Context: an optimization exercise on an open-source flow, tuned for small area and a short achievable clock period. The choices shown serve that exercise and are no tape-out recipe.
In this exercise RTL edits were held to simulation tests only and were not proved equivalent to the original.

==> flow/design.v (outline; a module is shown in full before it is edited, if it fits) <==
// module mul_round: 399 lines
// module booth_csa: 1261 lines
// module mul_fa: 4 lines
// module mul_ha: 4 lines
// module fp_mac: 24 lines
// module fp_mac_core: 156 lines
module fp_mac (
    input  wire        clk,
    input  wire [31:0] a,
    input  wire [31:0] b,
    input  wire        en_mult,
    input  wire        en_accuml,
    input  wire        rst_accuml,
    output reg  [31:0] acc_out
);
  // ...
==> flow/run.sh <==
#!/bin/bash
# synth_recipe.tcl (not shown) runs the flow's synth.tcl, then flattens the netlist and writes it again
# the make line also repeats each setting of config.mk as NAME=value (left out here)
make -C /OpenROAD-flow-scripts/flow DESIGN_CONFIG=/design/flow/config.mk WORK_HOME=/design/flow/orfs CLKGATE_MAP_FILE= SYNTH_SCRIPT=/design/flow/synth_recipe.tcl finish
==> flow/config.mk <==
export PLATFORM = sky130hd
export DESIGN_NAME = fp_mac
export DESIGN_NICKNAME = fp_mac
export VERILOG_FILES = /design/flow/design.v
export SDC_FILE = /design/flow/constraint.sdc
export NUM_CORES = 4
export LEC_CHECK = 0
export CAP_MARGIN = 20
export CORE_MARGIN = 2
export CORE_UTILIZATION = 40
export PLACE_DENSITY = 0.6
export SETUP_SLACK_MARGIN = 5
export SLEW_MARGIN = 20
export SYNTH_HIERARCHICAL = 1
==> flow/constraint.sdc <==
create_clock -name core_clock -period 25.0 [get_ports {clk}]
set_input_delay 5.0000 -clock core_clock [delete_from_list [all_inputs] [get_ports {clk}]]
set_output_delay 5.0000 -clock core_clock [all_outputs]
set_load 0.01 [all_outputs]
==> impl_results.md, run 1 <==
* Cells after synthesis at 3667
* Via count at 28375
* Fraction of area in multi-input gates at 82.5%
* GR peak layer: met2
* ANT nets after route at 0
* Fin Clk Skew at 8.79 ps
* Status: complete, no violations
* Final GP Congestion at 0.957
* Post-synthesis mux area share at 7.19%
* Design area at 0.0318 mm²
* Worst EP arrival at 19630 ps
* Worst hold slack at 649 ps
* Period minus WS final at 19560 ps
* Worst min-delay path class: flop to flop
* Num sequential at 64
* Area of the multi-input gates at 0.0262 mm²
* Clock tree cell share of total cell area at 0.838%
* Htree depth at 3
* Die Ht at 278 µm
* Register fraction of the total cell area at 5.04%
* Hold path start: s[31]$_SDFF_PP0_
* Post-synthesis sequential area ratio at 5.35%
* Post-Syn Area at 0.0299 mm²
* Ratio of cells with drive above 1 in the final layout at 10.2%
* Port bufs at 99
* Clk buf depth at 2
* Initial antenna violation count at 4
* Crit path buffers/inverters at 9
* Initial Utilization at 40.3%
* Tap cells at 969
* Clock root buffer: clkbuf_16
* Critical Path RT at 25070 ps
* Area fraction in compound gates after synthesis at 22.7%
* Hold EP: acc_out[31]$_DFFE_PP_
==> module fp_mac_core, before the edit <==
module fp_mac_core (
    input  wire [31:0] a,
    input  wire [31:0] b,
    input  wire        en_mult,
    input  wire [31:0] s,
    output wire [31:0] res
);
wire [7:0]  ea = a[30:23];
wire [7:0]  eb = b[30:23];
wire        a_spec = &ea;
wire        b_spec = &eb;
wire        p_zero = ~en_mult | (~|a[30:0]) | (~|b[30:0]);
wire        p_pass = ~en_mult | a_spec | b_spec | p_zero;
wire [31:0] p_fix  = (~en_mult) ? 32'd0 : a_spec ? a : b_spec ? b : 32'd0;
wire [47:0] ps, pc;
booth_csa mul (.x({1'b1, a[22:0]}), .y({1'b1, b[22:0]}), .ps(ps), .pc(pc));
function [4:0] tz23;
    input [22:0] v;
    integer k;
    begin
        tz23 = 5'd23;
        for (k = 22; k >= 0; k = k - 1)
            if (v[k]) tz23 = k[4:0];
    end
endfunction
wire [5:0]  tzs = {1'b0, tz23(a[22:0])} + {1'b0, tz23(b[22:0])};
wire        st1 = tzs <= 6'd22;       
wire        st0 = tzs <= 6'd21;       
wire        m47r;
wire [22:0] man;
mul_round rnd (.ps(ps), .pc(pc), .st1(st1), .st0(st0), .m47(m47r), .man(man));
wire        m47 = m47r & ~p_pass;
wire [7:0]  pe0 = ea + eb - 8'd127;
wire [7:0]  ye0 = p_pass ? p_fix[30:23] : pe0;
wire [22:0] ym  = p_pass ? p_fix[22:0] : man;
wire        sy  = p_pass ? p_fix[31] : a[31] ^ b[31];
wire [7:0]  xe = s[30:23];
wire        sx = s[31];
wire        eop = sx ^ sy;
wire [8:0]  dxa = {1'b0, xe} - {1'b0, ye0};
wire [8:0]  dya = {1'b0, ye0} - {1'b0, xe};
wire [7:0]  ye1 = ye0 + 8'd1;
wire [8:0]  dxb = {1'b0, xe} - {1'b0, ye1};
wire [8:0]  dyb = {1'b0, ye1} - {1'b0, xe};
wire [7:0]  ye  = m47 ? ye1 : ye0;
wire        eswap = m47 ? dxb[8] : dxa[8];                   
wire [7:0]  ad    = m47 ? (dxb[8] ? dyb[7:0] : dxb[7:0])
                        : (dxa[8] ? dya[7:0] : dxa[7:0]);    
wire        ad0   = ad == 8'd0;
wire        ad1   = ad == 8'd1;
wire [7:0]  le    = eswap ? ye : xe;
wire [31:0] y = {sy, ye, ym};
wire        bothzero = (~|s[30:0]) & (~|y[30:0]);
wire [23:0] xm = {1'b1, s[22:0]};
wire [23:0] ymf = {1'b1, ym};
function [24:0] addsub24;
    input [23:0] a;
    input [23:0] b;
    input        sub;
    reg   [23:0] bb, g, p, t, gg;
    reg          co, ci;
    integer l, k, j;
    begin
        bb = b ^ {24{sub}};
        g = a & bb;
        p = a ^ bb;
        t = p;
        gg = g;
        for (l = 1; l < 32; l = l * 2)
            for (k = 0; k < 24; k = k + 1)
                if ((k / l) % 2 == 1) begin
                    j = (k / l) * l - 1;
                    gg[k] = gg[k] | (t[k] & gg[j]);
                    t[k] = t[k] & t[j];
                end
        co = gg[23];
        ci = sub & co;
        addsub24 = {co, (p ^ ({gg[22:0], 1'b0} | ({t[22:0], 1'b1} & {24{ci}}))) ^ {24{sub & ~co}}};
    end
endfunction
function [7:0] sub8;
    input [7:0] a;
    input [7:0] b;
    reg   [7:0] g, p, t;
    integer l, k, j;
    begin
        g = a & ~b;
        p = a ^ ~b;
        t = p;
        g[0] = g[0] | p[0];           
        for (l = 1; l < 8; l = l * 2)
            for (k = 0; k < 8; k = k + 1)
                if ((k / l) % 2 == 1) begin
                    j = (k / l) * l - 1;
                    g[k] = g[k] | (t[k] & g[j]);
                    t[k] = t[k] & t[j];
                end
        sub8 = p ^ {g[6:0], 1'b1};
    end
endfunction
function [4:0] lzc32;
    input [31:0] v;
    reg   [7:0]  z4;
    reg   [15:0] c4;
    reg   [3:0]  z8;
    reg   [11:0] c8;
    reg   [1:0]  z16;
    reg   [7:0]  c16;
    integer k;
    begin
        for (k = 0; k < 8; k = k + 1) begin
            z4[k] = ~|v[4*k +: 4];
            c4[2*k +: 2] = v[4*k+3] ? 2'd0 : v[4*k+2] ? 2'd1 : v[4*k+1] ? 2'd2 : 2'd3;
        end
        for (k = 0; k < 4; k = k + 1) begin
            z8[k] = z4[2*k+1] & z4[2*k];
            c8[3*k +: 3] = z4[2*k+1] ? {1'b1, c4[4*k +: 2]} : {1'b0, c4[4*k+2 +: 2]};
        end
        for (k = 0; k < 2; k = k + 1) begin
            z16[k] = z8[2*k+1] & z8[2*k];
            c16[4*k +: 4] = z8[2*k+1] ? {1'b1, c8[6*k +: 3]} : {1'b0, c8[6*k+3 +: 3]};
        end
        lzc32 = z16[1] ? {1'b1, c16[3:0]} : {1'b0, c16[7:4]};
    end
endfunction
wire [23:0] lm = eswap ? ymf : xm;
wire [23:0] sm = eswap ? xm : ymf;
wire [23:0] sr = (ad >= 8'd24) ? 24'd0 : (sm >> ad[4:0]);
wire [24:0] as = addsub24(lm, sr, eop);
wire [24:0] fsum = {as[24] & ~eop, as[23:0]};
wire [22:0] f_man = fsum[24] ? fsum[23:1] : fsum[23] ? fsum[22:0] : {fsum[21:0], 1'b0};
wire [7:0]  f_exp = fsum[24] ? le + 8'd1 : fsum[23] ? le : le - 8'd1;
wire        f_sign = eswap ? sy : sx;
wire [23:0] nb = ad0 ? sm : {1'b0, sm[23:1]};
wire [24:0] nas = addsub24(lm, nb, 1'b1);
wire [23:0] nd = nas[23:0];
wire [4:0]  nlz = lzc32({nd, 8'hFF});
wire [23:0] nsh16 = nlz[4] ? {nd[7:0], 16'd0} : nd;
wire [23:0] nsh8  = nlz[3] ? {nsh16[15:0], 8'd0} : nsh16;
wire [23:0] nsh4  = nlz[2] ? {nsh8[19:0], 4'd0} : nsh8;
wire [23:0] nsh2  = nlz[1] ? {nsh4[21:0], 2'd0} : nsh4;
wire [23:0] nsh   = nlz[0] ? {nsh2[22:0], 1'd0} : nsh2;
wire [22:0] n_man = nsh[22:0];
wire        nzero = ~|nd;
wire [7:0]  le16  = le - 8'd16;
wire [3:0]  leh1  = le[7:4] - 4'd1;
wire [3:0]  le16h1 = le16[7:4] - 4'd1;
wire [4:0]  nel   = {1'b1, nlz[4] ? le16[3:0] : le[3:0]} - {1'b0, nlz[3:0]};
wire [3:0]  neh   = nlz[4] ? (nel[4] ? le16[7:4] : le16h1) : (nel[4] ? le[7:4] : leh1);
wire [7:0]  n_exp = nzero ? 8'd0 : {neh, nel[3:0]};
wire        n_sign = nzero ? 1'b0 : nas[24] ? f_sign : ~f_sign;
wire        near = eop & (ad0 | ad1);
assign res = bothzero ? {sx & sy, 31'd0}
           : near     ? {n_sign, n_exp, n_man}
           :            {f_sign, f_exp, f_man};
endmodule
==> run 2: changes to the inputs <==
--- a/flow/design.v
+++ b/flow/design.v
@@ -1746,78 +1746,117 @@
 wire [23:0] xm = {1'b1, s[22:0]};
 wire [23:0] ymf = {1'b1, ym};
-function [24:0] addsub24;
-    input [23:0] a;
-    input [23:0] b;
-    input        sub;
-    reg   [23:0] bb, g, p, t, gg;
-    reg          co, ci;
-    integer l, k, j;
-    begin
-        bb = b ^ {24{sub}};
-        g = a & bb;
-        p = a ^ bb;
-        t = p;
-        gg = g;
-        for (l = 1; l < 32; l = l * 2)
-            for (k = 0; k < 24; k = k + 1)
-                if ((k / l) % 2 == 1) begin
-                    j = (k / l) * l - 1;
-                    gg[k] = gg[k] | (t[k] & gg[j]);
-                    t[k] = t[k] & t[j];
-                end
-        co = gg[23];
-        ci = sub & co;
-        addsub24 = {co, (p ^ ({gg[22:0], 1'b0} | ({t[22:0], 1'b1} & {24{ci}}))) ^ {24{sub & ~co}}};
-    end
-endfunction
-function [7:0] sub8;
-    input [7:0] a;
-    input [7:0] b;
-    reg   [7:0] g, p, t;
-    integer l, k, j;
-    begin
-        g = a & ~b;
-        p = a ^ ~b;
-        t = p;
-        g[0] = g[0] | p[0];           
-        for (l = 1; l < 8; l = l * 2)
-            for (k = 0; k < 8; k = k + 1)
-                if ((k / l) % 2 == 1) begin
-                    j = (k / l) * l - 1;
-                    g[k] = g[k] | (t[k] & g[j]);
-                    t[k] = t[k] & t[j];
-                end
-        sub8 = p ^ {g[6:0], 1'b1};
-    end
-endfunction
-function [4:0] lzc32;
-    input [31:0] v;
-    reg   [7:0]  z4;
-    reg   [15:0] c4;
-    reg   [3:0]  z8;
-    reg   [11:0] c8;
-    reg   [1:0]  z16;
-    reg   [7:0]  c16;
-    integer k;
-    begin
-        for (k = 0; k < 8; k = k + 1) begin
-            z4[k] = ~|v[4*k +: 4];
-            c4[2*k +: 2] = v[4*k+3] ? 2'd0 : v[4*k+2] ? 2'd1 : v[4*k+1] ? 2'd2 : 2'd3;
-        end
-        for (k = 0; k < 4; k = k + 1) begin
-            z8[k] = z4[2*k+1] & z4[2*k];
-            c8[3*k +: 3] = z4[2*k+1] ? {1'b1, c4[4*k +: 2]} : {1'b0, c4[4*k+2 +: 2]};
-        end
-        for (k = 0; k < 2; k = k + 1) begin
-            z16[k] = z8[2*k+1] & z8[2*k];
-            c16[4*k +: 4] = z8[2*k+1] ? {1'b1, c8[6*k +: 3]} : {1'b0, c8[6*k+3 +: 3]};
-        end
-        lzc32 = z16[1] ? {1'b1, c16[3:0]} : {1'b0, c16[7:4]};
-    end
-endfunction
 wire [23:0] lm = eswap ? ymf : xm;
 wire [23:0] sm = eswap ? xm : ymf;
 wire [23:0] sr = (ad >= 8'd24) ? 24'd0 : (sm >> ad[4:0]);
-wire [24:0] as = addsub24(lm, sr, eop);
+wire [23:0] fad_g = (lm) & (sr ^ {24{eop}});
+wire [23:0] fad_p = (lm) ^ (sr ^ {24{eop}});
+wire [23:0] fad_g0 = {fad_g[23:1], fad_g[0] | (fad_p[0] & (eop))};
+wire fad_g0_1 = fad_g0[1] | (fad_p[1] & fad_g0[0]);
+wire fad_t0_1 = fad_p[1] & fad_p[0];
+wire fad_g0_3 = fad_g0[3] | (fad_p[3] & fad_g0[2]);
+wire fad_t0_3 = fad_p[3] & fad_p[2];
+wire fad_g0_5 = fad_g0[5] | (fad_p[5] & fad_g0[4]);
+wire fad_t0_5 = fad_p[5] & fad_p[4];
+wire fad_g0_7 = fad_g0[7] | (fad_p[7] & fad_g0[6]);
+wire fad_t0_7 = fad_p[7] & fad_p[6];
+wire fad_g0_9 = fad_g0[9] | (fad_p[9] & fad_g0[8]);
+wire fad_t0_9 = fad_p[9] & fad_p[8];
+wire fad_g0_11 = fad_g0[11] | (fad_p[11] & fad_g0[10]);
+wire fad_t0_11 = fad_p[11] & fad_p[10];
+wire fad_g0_13 = fad_g0[13] | (fad_p[13] & fad_g0[12]);
+wire fad_t0_13 = fad_p[13] & fad_p[12];
+wire fad_g0_15 = fad_g0[15] | (fad_p[15] & fad_g0[14]);
+wire fad_t0_15 = fad_p[15] & fad_p[14];
+wire fad_g0_17 = fad_g0[17] | (fad_p[17] & fad_g0[16]);
+wire fad_t0_17 = fad_p[17] & fad_p[16];
+wire fad_g0_19 = fad_g0[19] | (fad_p[19] & fad_g0[18]);
+wire fad_t0_19 = fad_p[19] & fad_p[18];
+wire fad_g0_21 = fad_g0[21] | (fad_p[21] & fad_g0[20]);
+wire fad_t0_21 = fad_p[21] & fad_p[20];
+wire fad_g0_23 = fad_g0[23] | (fad_p[23] & fad_g0[22]);
+wire fad_t0_23 = fad_p[23] & fad_p[22];
+wire fad_g1_2 = fad_g0[2] | (fad_p[2] & fad_g0_1);
+wire fad_t1_2 = fad_p[2] & fad_t0_1;
+wire fad_g1_3 = fad_g0_3 | (fad_t0_3 & fad_g0_1);
+wire fad_t1_3 = fad_t0_3 & fad_t0_1;
+wire fad_g1_6 = fad_g0[6] | (fad_p[6] & fad_g0_5);
+wire fad_t1_6 = fad_p[6] & fad_t0_5;
+wire fad_g1_7 = fad_g0_7 | (fad_t0_7 & fad_g0_5);
+wire fad_t1_7 = fad_t0_7 & fad_t0_5;
+wire fad_g1_10 = fad_g0[10] | (fad_p[10] & fad_g0_9);
+wire fad_t1_10 = fad_p[10] & fad_t0_9;
+wire fad_g1_11 = fad_g0_11 | (fad_t0_11 & fad_g0_9);
+wire fad_t1_11 = fad_t0_11 & fad_t0_9;
+wire fad_g1_14 = fad_g0[14] | (fad_p[14] & fad_g0_13);
+wire fad_t1_14 = fad_p[14] & fad_t0_13;
+wire fad_g1_15 = fad_g0_15 | (fad_t0_15 & fad_g0_13);
+wire fad_t1_15 = fad_t0_15 & fad_t0_13;
+wire fad_g1_18 = fad_g0[18] | (fad_p[18] & fad_g0_17);
+wire fad_t1_18 = fad_p[18] & fad_t0_17;
+wire fad_g1_19 = fad_g0_19 | (fad_t0_19 & fad_g0_17);
+wire fad_t1_19 = fad_t0_19 & fad_t0_17;
+wire fad_g1_22 = fad_g0[22] | (fad_p[22] & fad_g0_21);
+wire fad_t1_22 = fad_p[22] & fad_t0_21;
+wire fad_g1_23 = fad_g0_23 | (fad_t0_23 & fad_g0_21);
+wire fad_t1_23 = fad_t0_23 & fad_t0_21;
+wire fad_g2_4 = fad_g0[4] | (fad_p[4] & fad_g1_3);
+wire fad_t2_4 = fad_p[4] & fad_t1_3;
+wire fad_g2_5 = fad_g0_5 | (fad_t0_5 & fad_g1_3);
+wire fad_t2_5 = fad_t0_5 & fad_t1_3;
+wire fad_g2_6 = fad_g1_6 | (fad_t1_6 & fad_g1_3);
+wire fad_t2_6 = fad_t1_6 & fad_t1_3;
+wire fad_g2_7 = fad_g1_7 | (fad_t1_7 & fad_g1_3);
+wire fad_t2_7 = fad_t1_7 & fad_t1_3;
+wire fad_g2_12 = fad_g0[12] | (fad_p[12] & fad_g1_11);
+wire fad_t2_12 = fad_p[12] & fad_t1_11;
+wire fad_g2_13 = fad_g0_13 | (fad_t0_13 & fad_g1_11);
+wire fad_t2_13 = fad_t0_13 & fad_t1_11;
+wire fad_g2_14 = fad_g1_14 | (fad_t1_14 & fad_g1_11);
+wire fad_t2_14 = fad_t1_14 & fad_t1_11;
+wire fad_g2_15 = fad_g1_15 | (fad_t1_15 & fad_g1_11);
+wire fad_t2_15 = fad_t1_15 & fad_t1_11;
+wire fad_g2_20 = fad_g0[20] | (fad_p[20] & fad_g1_19);
+wire fad_t2_20 = fad_p[20] & fad_t1_19;
+wire fad_g2_21 = fad_g0_21 | (fad_t0_21 & fad_g1_19);
+wire fad_t2_21 = fad_t0_21 & fad_t1_19;
+wire fad_g2_22 = fad_g1_22 | (fad_t1_22 & fad_g1_19);
+wire fad_t2_22 = fad_t1_22 & fad_t1_19;
+wire fad_g2_23 = fad_g1_23 | (fad_t1_23 & fad_g1_19);
+wire fad_t2_23 = fad_t1_23 & fad_t1_19;
+wire fad_g3_8 = fad_g0[8] | (fad_p[8] & fad_g2_7);
+wire fad_t3_8 = fad_p[8] & fad_t2_7;
+wire fad_g3_9 = fad_g0_9 | (fad_t0_9 & fad_g2_7);
+wire fad_t3_9 = fad_t0_9 & fad_t2_7;
+wire fad_g3_10 = fad_g1_10 | (fad_t1_10 & fad_g2_7);
+wire fad_t3_10 = fad_t1_10 & fad_t2_7;
+wire fad_g3_11 = fad_g1_11 | (fad_t1_11 & fad_g2_7);
+wire fad_t3_11 = fad_t1_11 & fad_t2_7;
+wire fad_g3_12 = fad_g2_12 | (fad_t2_12 & fad_g2_7);
+wire fad_t3_12 = fad_t2_12 & fad_t2_7;
+wire fad_g3_13 = fad_g2_13 | (fad_t2_13 & fad_g2_7);
+wire fad_t3_13 = fad_t2_13 & fad_t2_7;
+wire fad_g3_14 = fad_g2_14 | (fad_t2_14 & fad_g2_7);
+wire fad_t3_14 = fad_t2_14 & fad_t2_7;
+wire fad_g3_15 = fad_g2_15 | (fad_t2_15 & fad_g2_7);
+wire fad_t3_15 = fad_t2_15 & fad_t2_7;
+wire fad_g4_16 = fad_g0[16] | (fad_p[16] & fad_g3_15);
+wire fad_t4_16 = fad_p[16] & fad_t3_15;
+wire fad_g4_17 = fad_g0_17 | (fad_t0_17 & fad_g3_15);
+wire fad_t4_17 = fad_t0_17 & fad_t3_15;
+wire fad_g4_18 = fad_g1_18 | (fad_t1_18 & fad_g3_15);
+wire fad_t4_18 = fad_t1_18 & fad_t3_15;
+wire fad_g4_19 = fad_g1_19 | (fad_t1_19 & fad_g3_15);
+wire fad_t4_19 = fad_t1_19 & fad_t3_15;
+wire fad_g4_20 = fad_g2_20 | (fad_t2_20 & fad_g3_15);
+wire fad_t4_20 = fad_t2_20 & fad_t3_15;
+wire fad_g4_21 = fad_g2_21 | (fad_t2_21 & fad_g3_15);
+wire fad_t4_21 = fad_t2_21 & fad_t3_15;
+wire fad_g4_22 = fad_g2_22 | (fad_t2_22 & fad_g3_15);
+wire fad_t4_22 = fad_t2_22 & fad_t3_15;
+wire fad_g4_23 = fad_g2_23 | (fad_t2_23 & fad_g3_15);
+wire fad_t4_23 = fad_t2_23 & fad_t3_15;
+wire [23:0] fad_c = {fad_g4_22, fad_g4_21, fad_g4_20, fad_g4_19, fad_g4_18, fad_g4_17, fad_g4_16, fad_g3_15, fad_g3_14, fad_g3_13, fad_g3_12, fad_g3_11, fad_g3_10, fad_g3_9, fad_g3_8, fad_g2_7, fad_g2_6, fad_g2_5, fad_g2_4, fad_g1_3, fad_g1_2, fad_g0_1, fad_g0[0], eop};
+wire [24:0] fad_r = {fad_g4_23, fad_p ^ fad_c};
+wire [24:0] as = fad_r;
 wire [24:0] fsum = {as[24] & ~eop, as[23:0]};
 wire [22:0] f_man = fsum[24] ? fsum[23:1] : fsum[23] ? fsum[22:0] : {fsum[21:0], 1'b0};
@@ -1825,7 +1864,139 @@
 wire        f_sign = eswap ? sy : sx;
 wire [23:0] nb = ad0 ? sm : {1'b0, sm[23:1]};
-wire [24:0] nas = addsub24(lm, nb, 1'b1);
+wire [23:0] nad_g = (lm) & ~(nb);
+wire [23:0] nad_p = (lm) ^ ~(nb);
+wire nad_g0_1 = nad_g[1] | (nad_p[1] & nad_g[0]);
+wire nad_t0_1 = nad_p[1] & nad_p[0];
+wire nad_g0_3 = nad_g[3] | (nad_p[3] & nad_g[2]);
+wire nad_t0_3 = nad_p[3] & nad_p[2];
+wire nad_g0_5 = nad_g[5] | (nad_p[5] & nad_g[4]);
+wire nad_t0_5 = nad_p[5] & nad_p[4];
+wire nad_g0_7 = nad_g[7] | (nad_p[7] & nad_g[6]);
+wire nad_t0_7 = nad_p[7] & nad_p[6];
+wire nad_g0_9 = nad_g[9] | (nad_p[9] & nad_g[8]);
+wire nad_t0_9 = nad_p[9] & nad_p[8];
+wire nad_g0_11 = nad_g[11] | (nad_p[11] & nad_g[10]);
+wire nad_t0_11 = nad_p[11] & nad_p[10];
+wire nad_g0_13 = nad_g[13] | (nad_p[13] & nad_g[12]);
+wire nad_t0_13 = nad_p[13] & nad_p[12];
+wire nad_g0_15 = nad_g[15] | (nad_p[15] & nad_g[14]);
+wire nad_t0_15 = nad_p[15] & nad_p[14];
+wire nad_g0_17 = nad_g[17] | (nad_p[17] & nad_g[16]);
+wire nad_t0_17 = nad_p[17] & nad_p[16];
+wire nad_g0_19 = nad_g[19] | (nad_p[19] & nad_g[18]);
+wire nad_t0_19 = nad_p[19] & nad_p[18];
+wire nad_g0_21 = nad_g[21] | (nad_p[21] & nad_g[20]);
+wire nad_t0_21 = nad_p[21] & nad_p[20];
+wire nad_g0_23 = nad_g[23] | (nad_p[23] & nad_g[22]);
+wire nad_t0_23 = nad_p[23] & nad_p[22];
+wire nad_g1_2 = nad_g[2] | (nad_p[2] & nad_g0_1);
+wire nad_t1_2 = nad_p[2] & nad_t0_1;
+wire nad_g1_3 = nad_g0_3 | (nad_t0_3 & nad_g0_1);
+wire nad_t1_3 = nad_t0_3 & nad_t0_1;
+wire nad_g1_6 = nad_g[6] | (nad_p[6] & nad_g0_5);
+wire nad_t1_6 = nad_p[6] & nad_t0_5;
+wire nad_g1_7 = nad_g0_7 | (nad_t0_7 & nad_g0_5);
+wire nad_t1_7 = nad_t0_7 & nad_t0_5;
+wire nad_g1_10 = nad_g[10] | (nad_p[10] & nad_g0_9);
+wire nad_t1_10 = nad_p[10] & nad_t0_9;
+wire nad_g1_11 = nad_g0_11 | (nad_t0_11 & nad_g0_9);
+wire nad_t1_11 = nad_t0_11 & nad_t0_9;
+wire nad_g1_14 = nad_g[14] | (nad_p[14] & nad_g0_13);
+wire nad_t1_14 = nad_p[14] & nad_t0_13;
+wire nad_g1_15 = nad_g0_15 | (nad_t0_15 & nad_g0_13);
+wire nad_t1_15 = nad_t0_15 & nad_t0_13;
+wire nad_g1_18 = nad_g[18] | (nad_p[18] & nad_g0_17);
+wire nad_t1_18 = nad_p[18] & nad_t0_17;
+wire nad_g1_19 = nad_g0_19 | (nad_t0_19 & nad_g0_17);
+wire nad_t1_19 = nad_t0_19 & nad_t0_17;
+wire nad_g1_22 = nad_g[22] | (nad_p[22] & nad_g0_21);
+wire nad_t1_22 = nad_p[22] & nad_t0_21;
+wire nad_g1_23 = nad_g0_23 | (nad_t0_23 & nad_g0_21);
+wire nad_t1_23 = nad_t0_23 & nad_t0_21;
+wire nad_g2_4 = nad_g[4] | (nad_p[4] & nad_g1_3);
+wire nad_t2_4 = nad_p[4] & nad_t1_3;
+wire nad_g2_5 = nad_g0_5 | (nad_t0_5 & nad_g1_3);
+wire nad_t2_5 = nad_t0_5 & nad_t1_3;
+wire nad_g2_6 = nad_g1_6 | (nad_t1_6 & nad_g1_3);
+wire nad_t2_6 = nad_t1_6 & nad_t1_3;
+wire nad_g2_7 = nad_g1_7 | (nad_t1_7 & nad_g1_3);
+wire nad_t2_7 = nad_t1_7 & nad_t1_3;
+wire nad_g2_12 = nad_g[12] | (nad_p[12] & nad_g1_11);
+wire nad_t2_12 = nad_p[12] & nad_t1_11;
+wire nad_g2_13 = nad_g0_13 | (nad_t0_13 & nad_g1_11);
+wire nad_t2_13 = nad_t0_13 & nad_t1_11;
+wire nad_g2_14 = nad_g1_14 | (nad_t1_14 & nad_g1_11);
+wire nad_t2_14 = nad_t1_14 & nad_t1_11;
+wire nad_g2_15 = nad_g1_15 | (nad_t1_15 & nad_g1_11);
+wire nad_t2_15 = nad_t1_15 & nad_t1_11;
+wire nad_g2_20 = nad_g[20] | (nad_p[20] & nad_g1_19);
+wire nad_t2_20 = nad_p[20] & nad_t1_19;
+wire nad_g2_21 = nad_g0_21 | (nad_t0_21 & nad_g1_19);
+wire nad_t2_21 = nad_t0_21 & nad_t1_19;
+wire nad_g2_22 = nad_g1_22 | (nad_t1_22 & nad_g1_19);
+wire nad_t2_22 = nad_t1_22 & nad_t1_19;
+wire nad_g2_23 = nad_g1_23 | (nad_t1_23 & nad_g1_19);
+wire nad_t2_23 = nad_t1_23 & nad_t1_19;
+wire nad_g3_8 = nad_g[8] | (nad_p[8] & nad_g2_7);
+wire nad_t3_8 = nad_p[8] & nad_t2_7;
+wire nad_g3_9 = nad_g0_9 | (nad_t0_9 & nad_g2_7);
+wire nad_t3_9 = nad_t0_9 & nad_t2_7;
+wire nad_g3_10 = nad_g1_10 | (nad_t1_10 & nad_g2_7);
+wire nad_t3_10 = nad_t1_10 & nad_t2_7;
+wire nad_g3_11 = nad_g1_11 | (nad_t1_11 & nad_g2_7);
+wire nad_t3_11 = nad_t1_11 & nad_t2_7;
+wire nad_g3_12 = nad_g2_12 | (nad_t2_12 & nad_g2_7);
+wire nad_t3_12 = nad_t2_12 & nad_t2_7;
+wire nad_g3_13 = nad_g2_13 | (nad_t2_13 & nad_g2_7);
+wire nad_t3_13 = nad_t2_13 & nad_t2_7;
+wire nad_g3_14 = nad_g2_14 | (nad_t2_14 & nad_g2_7);
+wire nad_t3_14 = nad_t2_14 & nad_t2_7;
+wire nad_g3_15 = nad_g2_15 | (nad_t2_15 & nad_g2_7);
+wire nad_t3_15 = nad_t2_15 & nad_t2_7;
+wire nad_g4_16 = nad_g[16] | (nad_p[16] & nad_g3_15);
+wire nad_t4_16 = nad_p[16] & nad_t3_15;
+wire nad_g4_17 = nad_g0_17 | (nad_t0_17 & nad_g3_15);
+wire nad_t4_17 = nad_t0_17 & nad_t3_15;
+wire nad_g4_18 = nad_g1_18 | (nad_t1_18 & nad_g3_15);
+wire nad_t4_18 = nad_t1_18 & nad_t3_15;
+wire nad_g4_19 = nad_g1_19 | (nad_t1_19 & nad_g3_15);
+wire nad_t4_19 = nad_t1_19 & nad_t3_15;
+wire nad_g4_20 = nad_g2_20 | (nad_t2_20 & nad_g3_15);
+wire nad_t4_20 = nad_t2_20 & nad_t3_15;
+wire nad_g4_21 = nad_g2_21 | (nad_t2_21 & nad_g3_15);
+wire nad_t4_21 = nad_t2_21 & nad_t3_15;
+wire nad_g4_22 = nad_g2_22 | (nad_t2_22 & nad_g3_15);
+wire nad_t4_22 = nad_t2_22 & nad_t3_15;
+wire nad_g4_23 = nad_g2_23 | (nad_t2_23 & nad_g3_15);
+wire nad_t4_23 = nad_t2_23 & nad_t3_15;
+wire nad_co = nad_g4_23;
+wire [23:0] nad_gg = {nad_g4_22, nad_g4_21, nad_g4_20, nad_g4_19, nad_g4_18, nad_g4_17, nad_g4_16, nad_g3_15, nad_g3_14, nad_g3_13, nad_g3_12, nad_g3_11, nad_g3_10, nad_g3_9, nad_g3_8, nad_g2_7, nad_g2_6, nad_g2_5, nad_g2_4, nad_g1_3, nad_g1_2, nad_g0_1, nad_g[0], 1'b0};
+wire [23:0] nad_tt = {nad_t4_22, nad_t4_21, nad_t4_20, nad_t4_19, nad_t4_18, nad_t4_17, nad_t4_16, nad_t3_15, nad_t3_14, nad_t3_13, nad_t3_12, nad_t3_11, nad_t3_10, nad_t3_9, nad_t3_8, nad_t2_7, nad_t2_6, nad_t2_5, nad_t2_4, nad_t1_3, nad_t1_2, nad_t0_1, nad_p[0], 1'b1};
+wire [24:0] nad_r = {nad_co, (nad_p ^ (nad_gg | (nad_tt & {24{nad_co}}))) ^ {24{~nad_co}}};
+wire [24:0] nas = nad_r;
 wire [23:0] nd = nas[23:0];
-wire [4:0]  nlz = lzc32({nd, 8'hFF});
+wire [31:0] lzv = {nd, 8'hFF};
+wire [7:0]  lz_z4;
+wire [15:0] lz_c4;
+wire [3:0]  lz_z8;
+wire [11:0] lz_c8;
+wire [1:0]  lz_z16;
+wire [7:0]  lz_c16;
+genvar gk;
+generate
+    for (gk = 0; gk < 8; gk = gk + 1) begin : lz4
+        assign lz_z4[gk] = ~|lzv[4*gk +: 4];
+        assign lz_c4[2*gk +: 2] = lzv[4*gk+3] ? 2'd0 : lzv[4*gk+2] ? 2'd1 : lzv[4*gk+1] ? 2'd2 : 2'd3;
+    end
+    for (gk = 0; gk < 4; gk = gk + 1) begin : lz8
+        assign lz_z8[gk] = lz_z4[2*gk+1] & lz_z4[2*gk];
+        assign lz_c8[3*gk +: 3] = lz_z4[2*gk+1] ? {1'b1, lz_c4[4*gk +: 2]} : {1'b0, lz_c4[4*gk+2 +: 2]};
+    end
+    for (gk = 0; gk < 2; gk = gk + 1) begin : lz16
+        assign lz_z16[gk] = lz_z8[2*gk+1] & lz_z8[2*gk];
+        assign lz_c16[4*gk +: 4] = lz_z8[2*gk+1] ? {1'b1, lz_c8[6*gk +: 3]} : {1'b0, lz_c8[6*gk+3 +: 3]};
+    end
+endgenerate
+wire [4:0]  nlz = lz_z16[1] ? {1'b1, lz_c16[3:0]} : {1'b0, lz_c16[7:4]};
 wire [23:0] nsh16 = nlz[4] ? {nd[7:0], 16'd0} : nd;
 wire [23:0] nsh8  = nlz[3] ? {nsh16[15:0], 8'd0} : nsh16;
@@ -1835,10 +2006,33 @@
 wire [22:0] n_man = nsh[22:0];
 wire        nzero = ~|nd;
-wire [7:0]  le16  = le - 8'd16;
-wire [3:0]  leh1  = le[7:4] - 4'd1;
-wire [3:0]  le16h1 = le16[7:4] - 4'd1;
-wire [4:0]  nel   = {1'b1, nlz[4] ? le16[3:0] : le[3:0]} - {1'b0, nlz[3:0]};
-wire [3:0]  neh   = nlz[4] ? (nel[4] ? le16[7:4] : le16h1) : (nel[4] ? le[7:4] : leh1);
-wire [7:0]  n_exp = nzero ? 8'd0 : {neh, nel[3:0]};
+wire [7:0] nex_g = (le) & ~({3'd0, nlz});
+wire [7:0] nex_p = (le) ^ ~({3'd0, nlz});
+wire [7:0] nex_g0 = {nex_g[7:1], nex_g[0] | nex_p[0]};
+wire nex_g0_1 = nex_g0[1] | (nex_p[1] & nex_g0[0]);
+wire nex_t0_1 = nex_p[1] & nex_p[0];
+wire nex_g0_3 = nex_g0[3] | (nex_p[3] & nex_g0[2]);
+wire nex_t0_3 = nex_p[3] & nex_p[2];
+wire nex_g0_5 = nex_g0[5] | (nex_p[5] & nex_g0[4]);
+wire nex_t0_5 = nex_p[5] & nex_p[4];
+wire nex_g0_7 = nex_g0[7] | (nex_p[7] & nex_g0[6]);
+wire nex_t0_7 = nex_p[7] & nex_p[6];
+wire nex_g1_2 = nex_g0[2] | (nex_p[2] & nex_g0_1);
+wire nex_t1_2 = nex_p[2] & nex_t0_1;
+wire nex_g1_3 = nex_g0_3 | (nex_t0_3 & nex_g0_1);
+wire nex_t1_3 = nex_t0_3 & nex_t0_1;
+wire nex_g1_6 = nex_g0[6] | (nex_p[6] & nex_g0_5);
+wire nex_t1_6 = nex_p[6] & nex_t0_5;
+wire nex_g1_7 = nex_g0_7 | (nex_t0_7 & nex_g0_5);
+wire nex_t1_7 = nex_t0_7 & nex_t0_5;
+wire nex_g2_4 = nex_g0[4] | (nex_p[4] & nex_g1_3);
+wire nex_t2_4 = nex_p[4] & nex_t1_3;
+wire nex_g2_5 = nex_g0_5 | (nex_t0_5 & nex_g1_3);
+wire nex_t2_5 = nex_t0_5 & nex_t1_3;
+wire nex_g2_6 = nex_g1_6 | (nex_t1_6 & nex_g1_3);
+wire nex_t2_6 = nex_t1_6 & nex_t1_3;
+wire nex_g2_7 = nex_g1_7 | (nex_t1_7 & nex_g1_3);
+wire nex_t2_7 = nex_t1_7 & nex_t1_3;
+wire [7:0] nex_r = nex_p ^ {nex_g2_6, nex_g2_5, nex_g2_4, nex_g1_3, nex_g1_2, nex_g0_1, nex_g0[0], 1'b1};
+wire [7:0]  n_exp = nzero ? 8'd0 : nex_r;
 wire        n_sign = nzero ? 1'b0 : nas[24] ? f_sign : ~f_sign;
 wire        near = eop & (ad0 | ad1);
==> impl_results.md, run 2 <==
* Ratio of cells with drive above 1 in the final layout at 10.6% (was 10.2%)
* Most frequent CP cell: fa_1 (unchanged)
* Cell taking the most area after synthesis: fa_1 (unchanged)
* Setup_tns at 0 ps (unchanged)
* FF-to-FF Start: s[23]$_SDFF_PP0_ (unchanged)
* Pre-CTS WS at 2460 ps (was 2070 ps)
* Number of synthesized flops with an enable pin at 32 (unchanged)
* Fmax at 0.0512 GHz (was 0.0511 GHz)
* Top cells by area, synth: fa_1 (19%), xnor2_1 (10%), ha_1 (8.4%), o22ai_1 (5.9%), nand2_1 (3.4%) (was fa_1 (18%), xnor2_1 (12%), ha_1 (8.5%), o22ai_1 (5.7%), mux2i_1 (4.7%))
* Initial antenna violation count at 3 (was 4)
* Die Ht at 275 µm (was 278 µm)
* Critical Path RT at 25070 ps (about the same)
* Top Registers: acc_out: 32 flops, s: 32 flops (unchanged)
* Routed WL per cell at 25.1 µm (was 25.0 µm)
* Commonest non-fill, non-tap cells in the layout: xnor2_1 (340), fa_1 (278), o22ai_1 (269), nand2_1 (263), nor2_1 (241) (was xnor2_1 (392), nand2_1 (284), o22ai_1 (272), fa_1 (271), nor2_1 (247))
* Yosys top cell area share at 19.0% (was 18.1%)
* Port bufs at 99 (unchanged)
* Clock Sinks at 64 (unchanged)
* Cts hold-fix bufs at 0 (unchanged)
* Worst-path fanout max at 42 (was 43)
* Unrepaired setup endpoints after global routing: false (was true)
* Vias per inst at 6.34 (was 6.24)
* Period minus WS final at 19520 ps (was 19560 ps)
* Area of the multi-input gates at 0.0257 mm² (was 0.0262 mm²)
* Clk pin slew, worst setup/hold paths at 50 ps (was 60 ps)
* Initial Utilization at 40.3% (about the same)
* Finish-stage setup viols at 0 (unchanged)
* Final hold violations at 0 (unchanged)
* Syn avg cell area at 8.15 µm² (was 8.16 µm²)
* CP Launch Point: b[21] (was a[18])
* DP Wirelength at 85100 µm (was 87600 µm)
* Worst-Margin Slew at 1190 ps (was 1100 ps)
* Non-filler cells, final at 4454 (was 4544)
* Crit-path max cell delay at 660 ps (was 840 ps)
* Most common cell in the netlist: xnor2_1 (unchanged)
* DRC errors left at 0 (unchanged)
* Area Growth Syn to Fin at 6.38% (was 6.23%)
* Clock root buffer: clkbuf_16 (unchanged)
* Gr usage total at 28.2% (was 28.1%)
* Post-synthesis sequential area ratio at 5.47% (was 5.35%)
* Slowest stage cell, crit path: or4b_4 (was clkdlybuf4s50_1)
* Relative slew slack at 19.6% (was 25.9%)
* Crit path launch type: input port (unchanged)
* CP Class: input port to flop (unchanged)
* Synth async-reset ratio at 0% (unchanged)
* 1st-iter DRT viols at 3291 (was 3080)
* Final GP Congestion at 0.989 (was 0.957)
* Core area at 0.0727 mm² (was 0.0743 mm²)
* Synth warnings at 8 (unchanged)
* Synth cell types at 116 (was 113)
* Period utilisation layout at 78.1% (was 78.2%)
* DIE AREA at 0.0754 mm² (was 0.0770 mm²)
* Most common cell after layout, fill and taps aside: xnor2_1 (unchanged)
* Post-Syn Area at 0.0293 mm² (was 0.0299 mm²)
* Drt total wl at 112000 µm (was 114000 µm)
* Htree depth at 3 (unchanged)
* Crit end category: flop (unchanged)
* Final setup margin at 5480 ps (was 5440 ps)
* Synth cell count leaders: xnor2_1 (346), fa_1 (278), o22ai_1 (274) (was xnor2_1 (395), nand2_1 (285), o22ai_1 (272))
* Num ports at 100 (unchanged)
* #FFs+latches synth at 64 (unchanged)
* Worst EP arrival at 19590 ps (was 19630 ps)
* Status: complete, no violations (unchanged)
* Global route overflow at 0 (unchanged)
* First-pass DRT Iterations at 6 (unchanged)
* Final-report max-slew violation count at 0 (unchanged)
* First-pass GRT wire length at 164000 µm (was 169000 µm)
* Fin Clk Skew at 6.20 ps (was 8.79 ps)
* Largest net degree at the start of global routing at 68 (was 66)
* Max capacitance violation total at 0 (unchanged)
* Inst Count DP at 4379 (was 4469)
* Cells after synthesis at 3594 (was 3667)
* Hold path start: s[31]$_SDFF_PP0_ (unchanged)
* Vias in the first global route at 26431 (was 27183)
* # rows at 99 (was 100)
* FF/Latch Area at 0.00160 mm² (unchanged)
* Worst min-delay path class: flop to flop (unchanged)
* Main synth FF type: edfxtp_1 (unchanged)
* CTS tree: yes (unchanged)
* Final #Nets at 4032 (was 4111)
* Post-layout util at 42.9% (was 42.8%)
* ANT nets after route at 0 (unchanged)
* Via count at 28241 (was 28375)
* Clk latency of the worst-skew pair at 330 ps (was 320 ps)
* Num CTS Buffers at 9 (unchanged)
* Clk buf depth at 2 (unchanged)
* # fillers at 7313 (was 7620)
* Die X at 275 µm (was 278 µm)
run 2: cell types whose count changed after synthesis, sizes merged, moves of 10 or more:
cell    previous run  this run
o31ai             24        13
xnor2            396       347
nand3             72        88
nor2             256       246
o21ai            173       185
a22oi             21         8
a21oi            183       209
xor2              40        59
nand2            286       266
o211ai            22        44
mux2i            144        84
run 2: modules after synthesis (local to each module, per instance):
module	copies in the design	cells	area [µm²]
booth_csa	1	994	7000
fp_mac	1	139	2380
fp_mac_core	1	1701	11000
mul_fa	264	1	20.0
mul_ha	82	1	12.5
mul_round	1	414	2580
run 2: stage by stage:
stage | hold WS, ps | area (µm²)
after floorplan | 556 | 29400
after global placement | 655 | 30000
after detailed placement | 642 | 30000
after CTS | 662 | 30700
after global routing | 666 | 31200
final | 659 | 31200
run 2: critical path, delay by kind of cell:
kind | cells | cell delay (ps)
AOI/OAI and AO/OA | 21 | 5250
adders and majority gates | 9 | 3720
and+or+nand+nor | 12 | 3500
buffers and inverters | 7 | 1450
xor gates and xnor gates | 2 | 330
muxes | 1 | 290
run 2: worst paths after layout:
path	slack (ps)	endpoint	cells past startpoint
hold / removal	660	acc_out[31]$_DFFE_PP_	1
hold reg to reg	660	acc_out[31]$_DFFE_PP_	1
setup / recovery	5480	acc_out[30]$_DFFE_PP_	52
setup reg to reg	14340	acc_out[30]$_DFFE_PP_	38
run 2: layer usage:
metal / share of wire, % / routed length (µm) / track usage [%]
met1: 43 / 47800 / 40.9
met2: 43 / 47400 / 43.3
met3: 11 / 12700 / 4.26
met4: 3.2 / 3620 / 7.84
met5: 0.024 / 27 / 0
run 2: logic make-up after synthesis:
kind of cell               count (synthesis)  share of synthesized area, %
AOI/OAI and AO/OA                       1040                          23.2
DFF                                       64                          5.47
other                                      3                        0.0384
buffers and inverters                    462                          8.75
and+or+nand+nor                         1002                          17.5
adders and majority gates                475                          27.4
muxes                                    142                          5.40
xor gates and xnor gates                 406                          12.2
run 2: layout make-up:
class                      count  area share [%]
multi-input combinational   3090            82.5
timing repair buffer         193            5.42
sequential                    64            5.14
tap                          959            3.85
inverter                     112            1.74
clock buffer                  13           0.867
timing repair inverter        19           0.394
clock inverter                 3           0.124
antenna                        1         0.00803
run 2: repair_timing:
item                       CTS  global route
gates resized for setup     75           120
gates cloned                10            18
setup buffers               14            16
setup endpoints to repair   64            51
pin swaps                    8             6
hold endpoints to repair     0             0

## separate check: timing with driven ports
The results above use ideal ports. As a check the final layouts listed here were re-extracted and re-timed, cells and wires unchanged. Step 1: set_driving_cell puts a clkbuf_16 on clk and a buf_2 on each other input, an assumption about the parent block. Step 2 adds t to the input delays and takes it off the output delays; t is the mean of the earliest and latest rising clock arrival at the registers after step 1. Input paths then give back, and output paths get back, about the clock's delay inside the block. Slacks: no drivers / after step 1 / after step 2; pairs: no drivers / after step 1.
run	t (ns)	setup WS [ns]	latest minus earliest clock arrival (ns)	cell pins on the clock port's net
run 1	0.347	5.442 / 5.429 / 5.082	0.008 / 0.009	1
run 2	0.361	5.481 / 5.402 / 5.041	0.006 / 0.006	1
After both steps every run listed still meets setup and hold. The setup slack of run 2, which loses most, moves by -0.079 ns with the drivers and by -0.440 ns with both steps.
